This design comes from an exercise in tuning for small area and a short achievable clock period on the open sky130 flow, not from production work.
RTL that was checked went through simulation tests only; none was proved equivalent to the original.
Only the layout flow was run in run 2; the RTL was not checked for function there.

==> flow/design.v, too long to show whole: its modules and the start of the top module <==
// module AccumulatorScale: 108 lines
// module ScaleLane: 1091 lines
// module FA: 4 lines
// module HA: 4 lines
// module HAN: 4 lines
// module PPS: 3 lines
// module ScaleRow: 19 lines
module AccumulatorScale(
  input         clock,
  input         reset,
  output        io_in_ready,
  input         io_in_valid,
  input  [31:0] io_in_bits_acc_read_resp_data_0_0,
  input  [31:0] io_in_bits_acc_read_resp_data_1_0,
  input  [31:0] io_in_bits_acc_read_resp_data_2_0,
  input  [31:0] io_in_bits_acc_read_resp_data_3_0,
  input  [31:0] io_in_bits_acc_read_resp_data_4_0,
  input  [31:0] io_in_bits_acc_read_resp_data_5_0,
  input  [31:0] io_in_bits_acc_read_resp_data_6_0,
  input  [31:0] io_in_bits_acc_read_resp_data_7_0,
  input         io_in_bits_acc_read_resp_fromDMA,
  input  [31:0] io_in_bits_acc_read_resp_scale_bits,
  input  [2:0]  io_in_bits_acc_read_resp_act,
  input  [1:0]  io_in_bits_acc_read_resp_acc_bank_id,
  input         io_out_ready,
  output        io_out_valid,
  output [31:0] io_out_bits_full_data_0_0,
  output [31:0] io_out_bits_full_data_1_0,
  output [31:0] io_out_bits_full_data_2_0,
  output [31:0] io_out_bits_full_data_3_0,
  output [31:0] io_out_bits_full_data_4_0,
  output [31:0] io_out_bits_full_data_5_0,
  output [31:0] io_out_bits_full_data_6_0,
  output [31:0] io_out_bits_full_data_7_0,
  output [7:0]  io_out_bits_data_0_0,
  output [7:0]  io_out_bits_data_1_0,
  output [7:0]  io_out_bits_data_2_0,
  output [7:0]  io_out_bits_data_3_0,
  output [7:0]  io_out_bits_data_4_0,
  output [7:0]  io_out_bits_data_5_0,
  output [7:0]  io_out_bits_data_6_0,
  output [7:0]  io_out_bits_data_7_0,
  output [1:0]  io_out_bits_acc_bank_id,
  output        io_out_bits_fromDMA
);
  // ...
==> flow/run.sh <==
#!/bin/bash
# synth_recipe.tcl (not shown) runs the flow's synth.tcl, then flattens the netlist and writes it again
# the make line also repeats each setting of config.mk as NAME=value (left out here)
make -C /OpenROAD-flow-scripts/flow DESIGN_CONFIG=/design/flow/config.mk WORK_HOME=/design/flow/orfs CLKGATE_MAP_FILE= SYNTH_SCRIPT=/design/flow/synth_recipe.tcl finish
==> flow/config.mk <==
export PLATFORM = sky130hd
export DESIGN_NAME = AccumulatorScale
export DESIGN_NICKNAME = AccumulatorScale
export VERILOG_FILES = /design/flow/design.v
export SDC_FILE = /design/flow/constraint.sdc
export NUM_CORES = 8
export LEC_CHECK = 0
export ABC_AREA = 1
export CAP_MARGIN = 20
export CORE_MARGIN = 2
export CORE_UTILIZATION = 40
export SLEW_MARGIN = 20
export SYNTH_HIERARCHICAL = 1
export SYNTH_MINIMUM_KEEP_SIZE = 0
==> flow/constraint.sdc <==
create_clock -name core_clock -period 48.0 [get_ports {clock}]
set_input_delay 9.6000 -clock core_clock [delete_from_list [all_inputs] [get_ports {clock}]]
set_output_delay 9.6000 -clock core_clock [all_outputs]
set_load 0.01 [all_outputs]
==> impl_metrics.toml, run 1 <==
[worst_setup_path]
cp_num_cells = 6
critPathBufInv = 3
cp.arrival_ns = 11.53
r2r-end = "res7[44]"
rr_startpoint = "sc6[32]"

[grt]
grt.overflow.total = 0
grt_use_met1_pct = 39.3
grt_antenna_before_repair = 35
met3_usage_pct = 7.93
top_usage_layer = "met2"
grt_pass1_vias = 190811

[placed_design]
place_congestion = 0.936
post-place-ws_ns = 26.88

[worst_hold_path]
holdPathEnd = "fd3[247]"
min_path_type = "flip-flop to flip-flop"

[final_layout]
multi_input_area_um2 = 135000
layout.cells.non_filler = 37840
final_cell_mix = "nand2_1, inv_1, edfxtp_1"
nFillCells = 55374
area_growth_pct = 12.3

[timing]
rsz0062_at_grt = "false"
hold_slack_ns = 0.319
worst_slew_pin_slew_ns = 1.26

[routing]
m1WireLength_mm = 348
dr_wl_met2_mm = 357

[logic_synthesis]
synth_mux_area_share_pct = 0.814
synthArstFlopShare_pct = 0
synth_cell_type_count = 58
synthTopCellsByArea = "edfxtp_1, fa_1, nand2_1"

[run_status]
status = "complete, no violations"

[clock_network]
numCtsBuffers = 236
insertion_delay_ns = 1.02
postCtsHoldBufs = 0
tritoncts = "done"
cts.sinks = 2375

[floorplan]
core_um2 = 564000
n_tap_cell = 7506
==> module AccumulatorScale, before the edit <==
module AccumulatorScale(
  input         clock,
  input         reset,
  output        io_in_ready,
  input         io_in_valid,
  input  [31:0] io_in_bits_acc_read_resp_data_0_0,
  input  [31:0] io_in_bits_acc_read_resp_data_1_0,
  input  [31:0] io_in_bits_acc_read_resp_data_2_0,
  input  [31:0] io_in_bits_acc_read_resp_data_3_0,
  input  [31:0] io_in_bits_acc_read_resp_data_4_0,
  input  [31:0] io_in_bits_acc_read_resp_data_5_0,
  input  [31:0] io_in_bits_acc_read_resp_data_6_0,
  input  [31:0] io_in_bits_acc_read_resp_data_7_0,
  input         io_in_bits_acc_read_resp_fromDMA,
  input  [31:0] io_in_bits_acc_read_resp_scale_bits,
  input  [2:0]  io_in_bits_acc_read_resp_act,
  input  [1:0]  io_in_bits_acc_read_resp_acc_bank_id,
  input         io_out_ready,
  output        io_out_valid,
  output [31:0] io_out_bits_full_data_0_0,
  output [31:0] io_out_bits_full_data_1_0,
  output [31:0] io_out_bits_full_data_2_0,
  output [31:0] io_out_bits_full_data_3_0,
  output [31:0] io_out_bits_full_data_4_0,
  output [31:0] io_out_bits_full_data_5_0,
  output [31:0] io_out_bits_full_data_6_0,
  output [31:0] io_out_bits_full_data_7_0,
  output [7:0]  io_out_bits_data_0_0,
  output [7:0]  io_out_bits_data_1_0,
  output [7:0]  io_out_bits_data_2_0,
  output [7:0]  io_out_bits_data_3_0,
  output [7:0]  io_out_bits_data_4_0,
  output [7:0]  io_out_bits_data_5_0,
  output [7:0]  io_out_bits_data_6_0,
  output [7:0]  io_out_bits_data_7_0,
  output [1:0]  io_out_bits_acc_bank_id,
  output        io_out_bits_fromDMA
);
  reg          valid_0, valid_1, valid_2, valid_3, valid_4, valid_5, valid_6, valid_7;
  wire [7:0]   valid = {valid_7, valid_6, valid_5, valid_4, valid_3, valid_2, valid_1, valid_0};
  wire [7:0]   stalled;
  assign stalled[7] = valid_7 & ~io_out_ready;
  genvar g;
  generate for (g = 0; g < 7; g = g + 1) begin : stall_chain
    assign stalled[g] = valid[g] & stalled[g + 1];
  end endgenerate
  wire         load0 = io_in_valid & ~stalled[0];
  assign io_in_ready  = ~stalled[0];
  assign io_out_valid = valid_7;
  always @(posedge clock) begin
    if (reset) begin
      valid_0 <= 1'b0; valid_1 <= 1'b0; valid_2 <= 1'b0; valid_3 <= 1'b0;
      valid_4 <= 1'b0; valid_5 <= 1'b0; valid_6 <= 1'b0; valid_7 <= 1'b0;
    end else begin
      valid_0 <= load0 | stalled[1] & valid_0;
      valid_1 <= valid_0 | stalled[2] & valid_1;
      valid_2 <= valid_1 | stalled[3] & valid_2;
      valid_3 <= valid_2 | stalled[4] & valid_3;
      valid_4 <= valid_3 | stalled[5] & valid_4;
      valid_5 <= valid_4 | stalled[6] & valid_5;
      valid_6 <= valid_5 | stalled[7] & valid_6;
      valid_7 <= valid_6 | ~io_out_ready & valid_7;
    end
  end
  reg [255:0] fd0, fd1, fd2, fd3, fd4, fd5, fd6, fd7;
  reg [2:0]   sb0, sb1, sb2, sb3, sb4, sb5, sb6, sb7;
  reg [32:0]  sc0, sc1, sc2, sc3, sc4, sc5, sc6;
  reg [63:0]  res7;
  wire [63:0] res6;
  always @(posedge clock) begin
    if (load0) begin
      fd0 <= {io_in_bits_acc_read_resp_data_7_0, io_in_bits_acc_read_resp_data_6_0, io_in_bits_acc_read_resp_data_5_0, io_in_bits_acc_read_resp_data_4_0, io_in_bits_acc_read_resp_data_3_0, io_in_bits_acc_read_resp_data_2_0, io_in_bits_acc_read_resp_data_1_0, io_in_bits_acc_read_resp_data_0_0};
      sb0 <= {io_in_bits_acc_read_resp_acc_bank_id, io_in_bits_acc_read_resp_fromDMA};
      sc0 <= {io_in_bits_acc_read_resp_act == 3'd1, io_in_bits_acc_read_resp_scale_bits};
    end
    if (~stalled[1]) begin fd1 <= fd0; sb1 <= sb0; sc1 <= sc0; end
    if (~stalled[2]) begin fd2 <= fd1; sb2 <= sb1; sc2 <= sc1; end
    if (~stalled[3]) begin fd3 <= fd2; sb3 <= sb2; sc3 <= sc2; end
    if (~stalled[4]) begin fd4 <= fd3; sb4 <= sb3; sc4 <= sc3; end
    if (~stalled[5]) begin fd5 <= fd4; sb5 <= sb4; sc5 <= sc4; end
    if (~stalled[6]) begin fd6 <= fd5; sb6 <= sb5; sc6 <= sc5; end
    if (~stalled[7]) begin fd7 <= fd6; sb7 <= sb6; res7 <= res6; end
  end
  ScaleRow scale_row (
    .x     (fd6),
    .relu  (sc6[32]),
    .scale (sc6[31:0]),
    .y     (res6)
  );
  assign io_out_bits_full_data_0_0 = fd7[31:0];
  assign io_out_bits_full_data_1_0 = fd7[63:32];
  assign io_out_bits_full_data_2_0 = fd7[95:64];
  assign io_out_bits_full_data_3_0 = fd7[127:96];
  assign io_out_bits_full_data_4_0 = fd7[159:128];
  assign io_out_bits_full_data_5_0 = fd7[191:160];
  assign io_out_bits_full_data_6_0 = fd7[223:192];
  assign io_out_bits_full_data_7_0 = fd7[255:224];
  assign io_out_bits_data_0_0 = res7[7:0];
  assign io_out_bits_data_1_0 = res7[15:8];
  assign io_out_bits_data_2_0 = res7[23:16];
  assign io_out_bits_data_3_0 = res7[31:24];
  assign io_out_bits_data_4_0 = res7[39:32];
  assign io_out_bits_data_5_0 = res7[47:40];
  assign io_out_bits_data_6_0 = res7[55:48];
  assign io_out_bits_data_7_0 = res7[63:56];
  assign io_out_bits_fromDMA     = sb7[0];
  assign io_out_bits_acc_bank_id = sb7[2:1];
endmodule
==> run 2, diff against run 1 <==
--- a/flow/design.v
+++ b/flow/design.v
@@ -37,8 +37,7 @@
   output        io_out_bits_fromDMA
 );
-  reg          valid_0, valid_1, valid_2, valid_3, valid_4, valid_5, valid_6, valid_7;
-  wire [7:0]   valid = {valid_7, valid_6, valid_5, valid_4, valid_3, valid_2, valid_1, valid_0};
+  reg  [7:0]   valid;
   wire [7:0]   stalled;
-  assign stalled[7] = valid_7 & ~io_out_ready;
+  assign stalled[7] = valid[7] & ~io_out_ready;
   genvar g;
   generate for (g = 0; g < 7; g = g + 1) begin : stall_chain
@@ -47,19 +46,8 @@
   wire         load0 = io_in_valid & ~stalled[0];
   assign io_in_ready  = ~stalled[0];
-  assign io_out_valid = valid_7;
+  assign io_out_valid = valid[7];
   always @(posedge clock) begin
-    if (reset) begin
-      valid_0 <= 1'b0; valid_1 <= 1'b0; valid_2 <= 1'b0; valid_3 <= 1'b0;
-      valid_4 <= 1'b0; valid_5 <= 1'b0; valid_6 <= 1'b0; valid_7 <= 1'b0;
-    end else begin
-      valid_0 <= load0 | stalled[1] & valid_0;
-      valid_1 <= valid_0 | stalled[2] & valid_1;
-      valid_2 <= valid_1 | stalled[3] & valid_2;
-      valid_3 <= valid_2 | stalled[4] & valid_3;
-      valid_4 <= valid_3 | stalled[5] & valid_4;
-      valid_5 <= valid_4 | stalled[6] & valid_5;
-      valid_6 <= valid_5 | stalled[7] & valid_6;
-      valid_7 <= valid_6 | ~io_out_ready & valid_7;
-    end
+    if (reset) valid <= 8'h0;
+    else valid <= {valid[6:0], load0} | (valid & stalled);
   end
   reg [255:0] fd0, fd1, fd2, fd3, fd4, fd5, fd6, fd7;
==> run 2 against run 1 <==
  * Still clean
  * Via count is 0.22% lower
  * Setup slack lost 0.64 ns
  * Global-route usage fell by 0.70 points
  * Sequential cell count unchanged
  * Final cell count barely moved
  * Synthesized cell count about the same
  * Critical endpoint unchanged
  * Highest routed layer unchanged
==> impl_metrics.toml, run 2 <==
[clock_network]
htreeDepth = 4
cts_max_path_buffers = 4
clk_pin_slew_worst_paths_ns = 0.06
cts_root_buffer = "clkbuf_16"
cts_setup_buffers = 0
tritoncts = "done"
numCtsBuffers = 242
insertion_delay_ns = 1.00
cts.sinks = 2375
postCtsHoldBufs = 0
postCtsResizedCells = 0

[timing]
period_needed_ns = 21.76
setup_tns_ns = 0
max_freq_ghz = 0.0459
worst_slew_pin_slew_ns = 1.30
maxSlewViolCount = 0
finClkSkew_ns = 0.0786
hold_viol = 0
rsz0062_at_grt = "false"
setup_viol = 0
hold_slack_ns = 0.369
post-route-period-util_pct = 45.3
slew_headroom_pct = 12.7

[run_status]
status = "complete, no violations"

[routing]
num_vias = 196900
wl_per_cell_um = 22.1
wl_met3_mm = 102
drt_iter0_markers = 21639
m1WireLength_mm = 340
drt-total-wl_mm = 835
drc = 0
top_layer_used = "met5"
dr_wl_met2_mm = 348
antenna_left = 0
vias_per_cell = 5.21
first_pass_iters = 9

[logic_synthesis]
ys_seq_area_share_pct = 31.5
synth_edf_count = 2367
yosys.area_share.adder_pct = 22.5
synth_area_per_cell_um2 = 7.85
synthesis.area_um2 = 226000
yosys.area_share.simple_pct = 30.2
synth_xor_area_share_pct = 1.37
synthTopCellsByArea = "edfxtp_1, fa_1, nand2_1"
synth_top_family_by_area = "simple AND/OR/NAND/NOR gates"
synth_mux_area_share_pct = 0.814
synthArstFlopShare_pct = 0
ys_top_cells_by_count = "nand2_1, inv_1, edfxtp_1"
synth_top_area_cell = "edfxtp_1"
synth_flop_cell = "edfxtp_1"
synth_cells = 28829
synth_cell_type_count = 57
synth_top_area_share_pct = 31.4
synth_compound_area_share_pct = 4.31
yosysMostFrequentCell = "nand2_1"
ys_ff_latch = 2375
synth_warnings = 7

[floorplan]
io_pins = 623
num_rows = 276
dieArea_um2 = 572000
core_um2 = 564000
die_w_um = 756
initial_core_util_pct = 40.1
die_h_um = 756

[worst_setup_path]
crit_fanout = 26
crit_chain = "clkdlybuf4s50_1 -> inv_1 -> nand4_4 -> nor3_4 -> nand4_2 -> clkdlybuf4s50_1"
critical_path.endpoint_type = "output port"
cp.arrival_ns = 12.16
crit_top_cell = "clkdlybuf4s50_1"
start_kind = "input port"
crit_slowest_cell = "nor3_4"
crit_type = "input port to output port"
cp_slowest_stage_delay_ns = 0.64
required_ns = 38.40

[placed_design]
dp_hpwl_mm = 548
placed_cells = 37338
numPortBuffers = 622
place_congestion = 0.939

[grt]
grt.overflow.total = 0
grt_antenna_before_repair = 42
track_usage_pct = 28.6
grt_max_degree = 101
grt_pass1_wl_mm = 1230
grt_pass1_vias = 190038

[final_layout]
layout.cells.non_filler = 37815
drive_gt1_share_pct = 11.8
area_growth_pct = 12.2
final_cell_mix = "nand2_1, inv_1, edfxtp_1"
final_common_cell = "nand2_1"
nNetsFinal = 33170
nFillCells = 55317

[flow_run]
maxCapViolations = 0

[worst_hold_path]
min_path_type = "flip-flop to flip-flop"
[run 2: critical path: cells and delay by family]
family        cells  cell delay [ns]
buf+inv           3             1.19
simple gates      3             1.37
[run 2: logic make-up (layout without fill, tap and decap cells)]
logic type      Yosys count  after routing
xor+xnor                353            353
compound gates         1756           1756
mux                     184            184
fa+ha+maj              2795           2795
simple gates          15829          15829
buf+inv                5536           6861
flops                  2375           2375
other cells               1            156
[run 2: layer usage]
metal	GRT usage [%]	up-vias
met5	0	-
met4	12.9	28
met3	8.51	2355
met2	42.4	10926
met1	38.5	93158
li1	-	90433
[run 2: path summary, 6_finish.rpt]
| kind | start | endpoint | slack [ns] | depth (start not counted) |
|---|---|---|---|---|
| setup / recovery | io_out_ready | io_in_ready | 26.24 | 6 |
| hold / removal | fd1[97] | fd2[97] | 0.37 | 0 |
| setup reg to reg | sc6[32] | res7[21] | 31.10 | 79 |
| hold reg to reg | fd1[97] | fd2[97] | 0.37 | 0 |
[run 2: per-module statistics from Yosys (local to each module, per instance)]
| module | copies in the design | cells | cell area [um^2] |
|---|---|---|---|
| AccumulatorScale | 1 | 2406 | 71400 |
| HAN | 184 | 5 | 27.5 |
| ScaleLane | 8 | 1380 | 7320 |
| FA | 1928 | 1 | 20.0 |
| PPS | 2024 | 6 | 25.0 |
| ScaleRow | 1 | 391 | 2010 |
[run 2: per-stage QoR]
stage	area [um^2]	util, %	setup slack, ns
3_5_place_dp	246000	43.6	26.23
3_3_place_gp	246000	43.6	26.24
5_1_grt	254000	45.0	26.05
2_1_floorplan	227000	-	22.87
4_1_cts	254000	45.0	26.19
6_report	254000	45.0	26.24
[run 2: layout make-up]
| cell class | count | area [um^2] | area share, % |
|---|---|---|---|
| flip-flops and latches | 2375 | 71200 | 28.1 |
| multi-input cells | 21037 | 135000 | 53.1 |
| diodes | 36 | 90.1 | 0.0355 |
| repair buffers | 1166 | 10700 | 4.21 |
| clock inverters | 138 | 1560 | 0.614 |
| clock buffers | 302 | 6280 | 2.47 |
| well taps | 7506 | 9390 | 3.70 |
| inverters | 5255 | 19800 | 7.78 |

-- re-timing with driven ports --
The results above use ideal ports. As a check the final layouts listed here were re-extracted and re-timed, cells and wires unchanged.
Step 1, drivers: a clkbuf_16 drives clock and a buf_2 each remaining input, both assumed.
Step 2 times the ports against the registers' clock, not the clock port: input delays grow and output delays shrink by t, the midpoint of the rising clock arrivals with the driver on.
a / b / c = ideal ports / drivers / drivers and shift; a / b = the first two.
run | t, ns | slack for setup (ns) | slew at the worst register clock pin (ns) | worst slew at a driven data input, ns
run 1 | 1.103 | 26.872 / 26.850 / 26.850 | 0.10 / 0.10 | 0.21
run 2 | 1.087 | 26.236 / 26.214 / 26.214 | 0.08 / 0.08 | 0.12
After both steps every run listed still meets setup and hold.
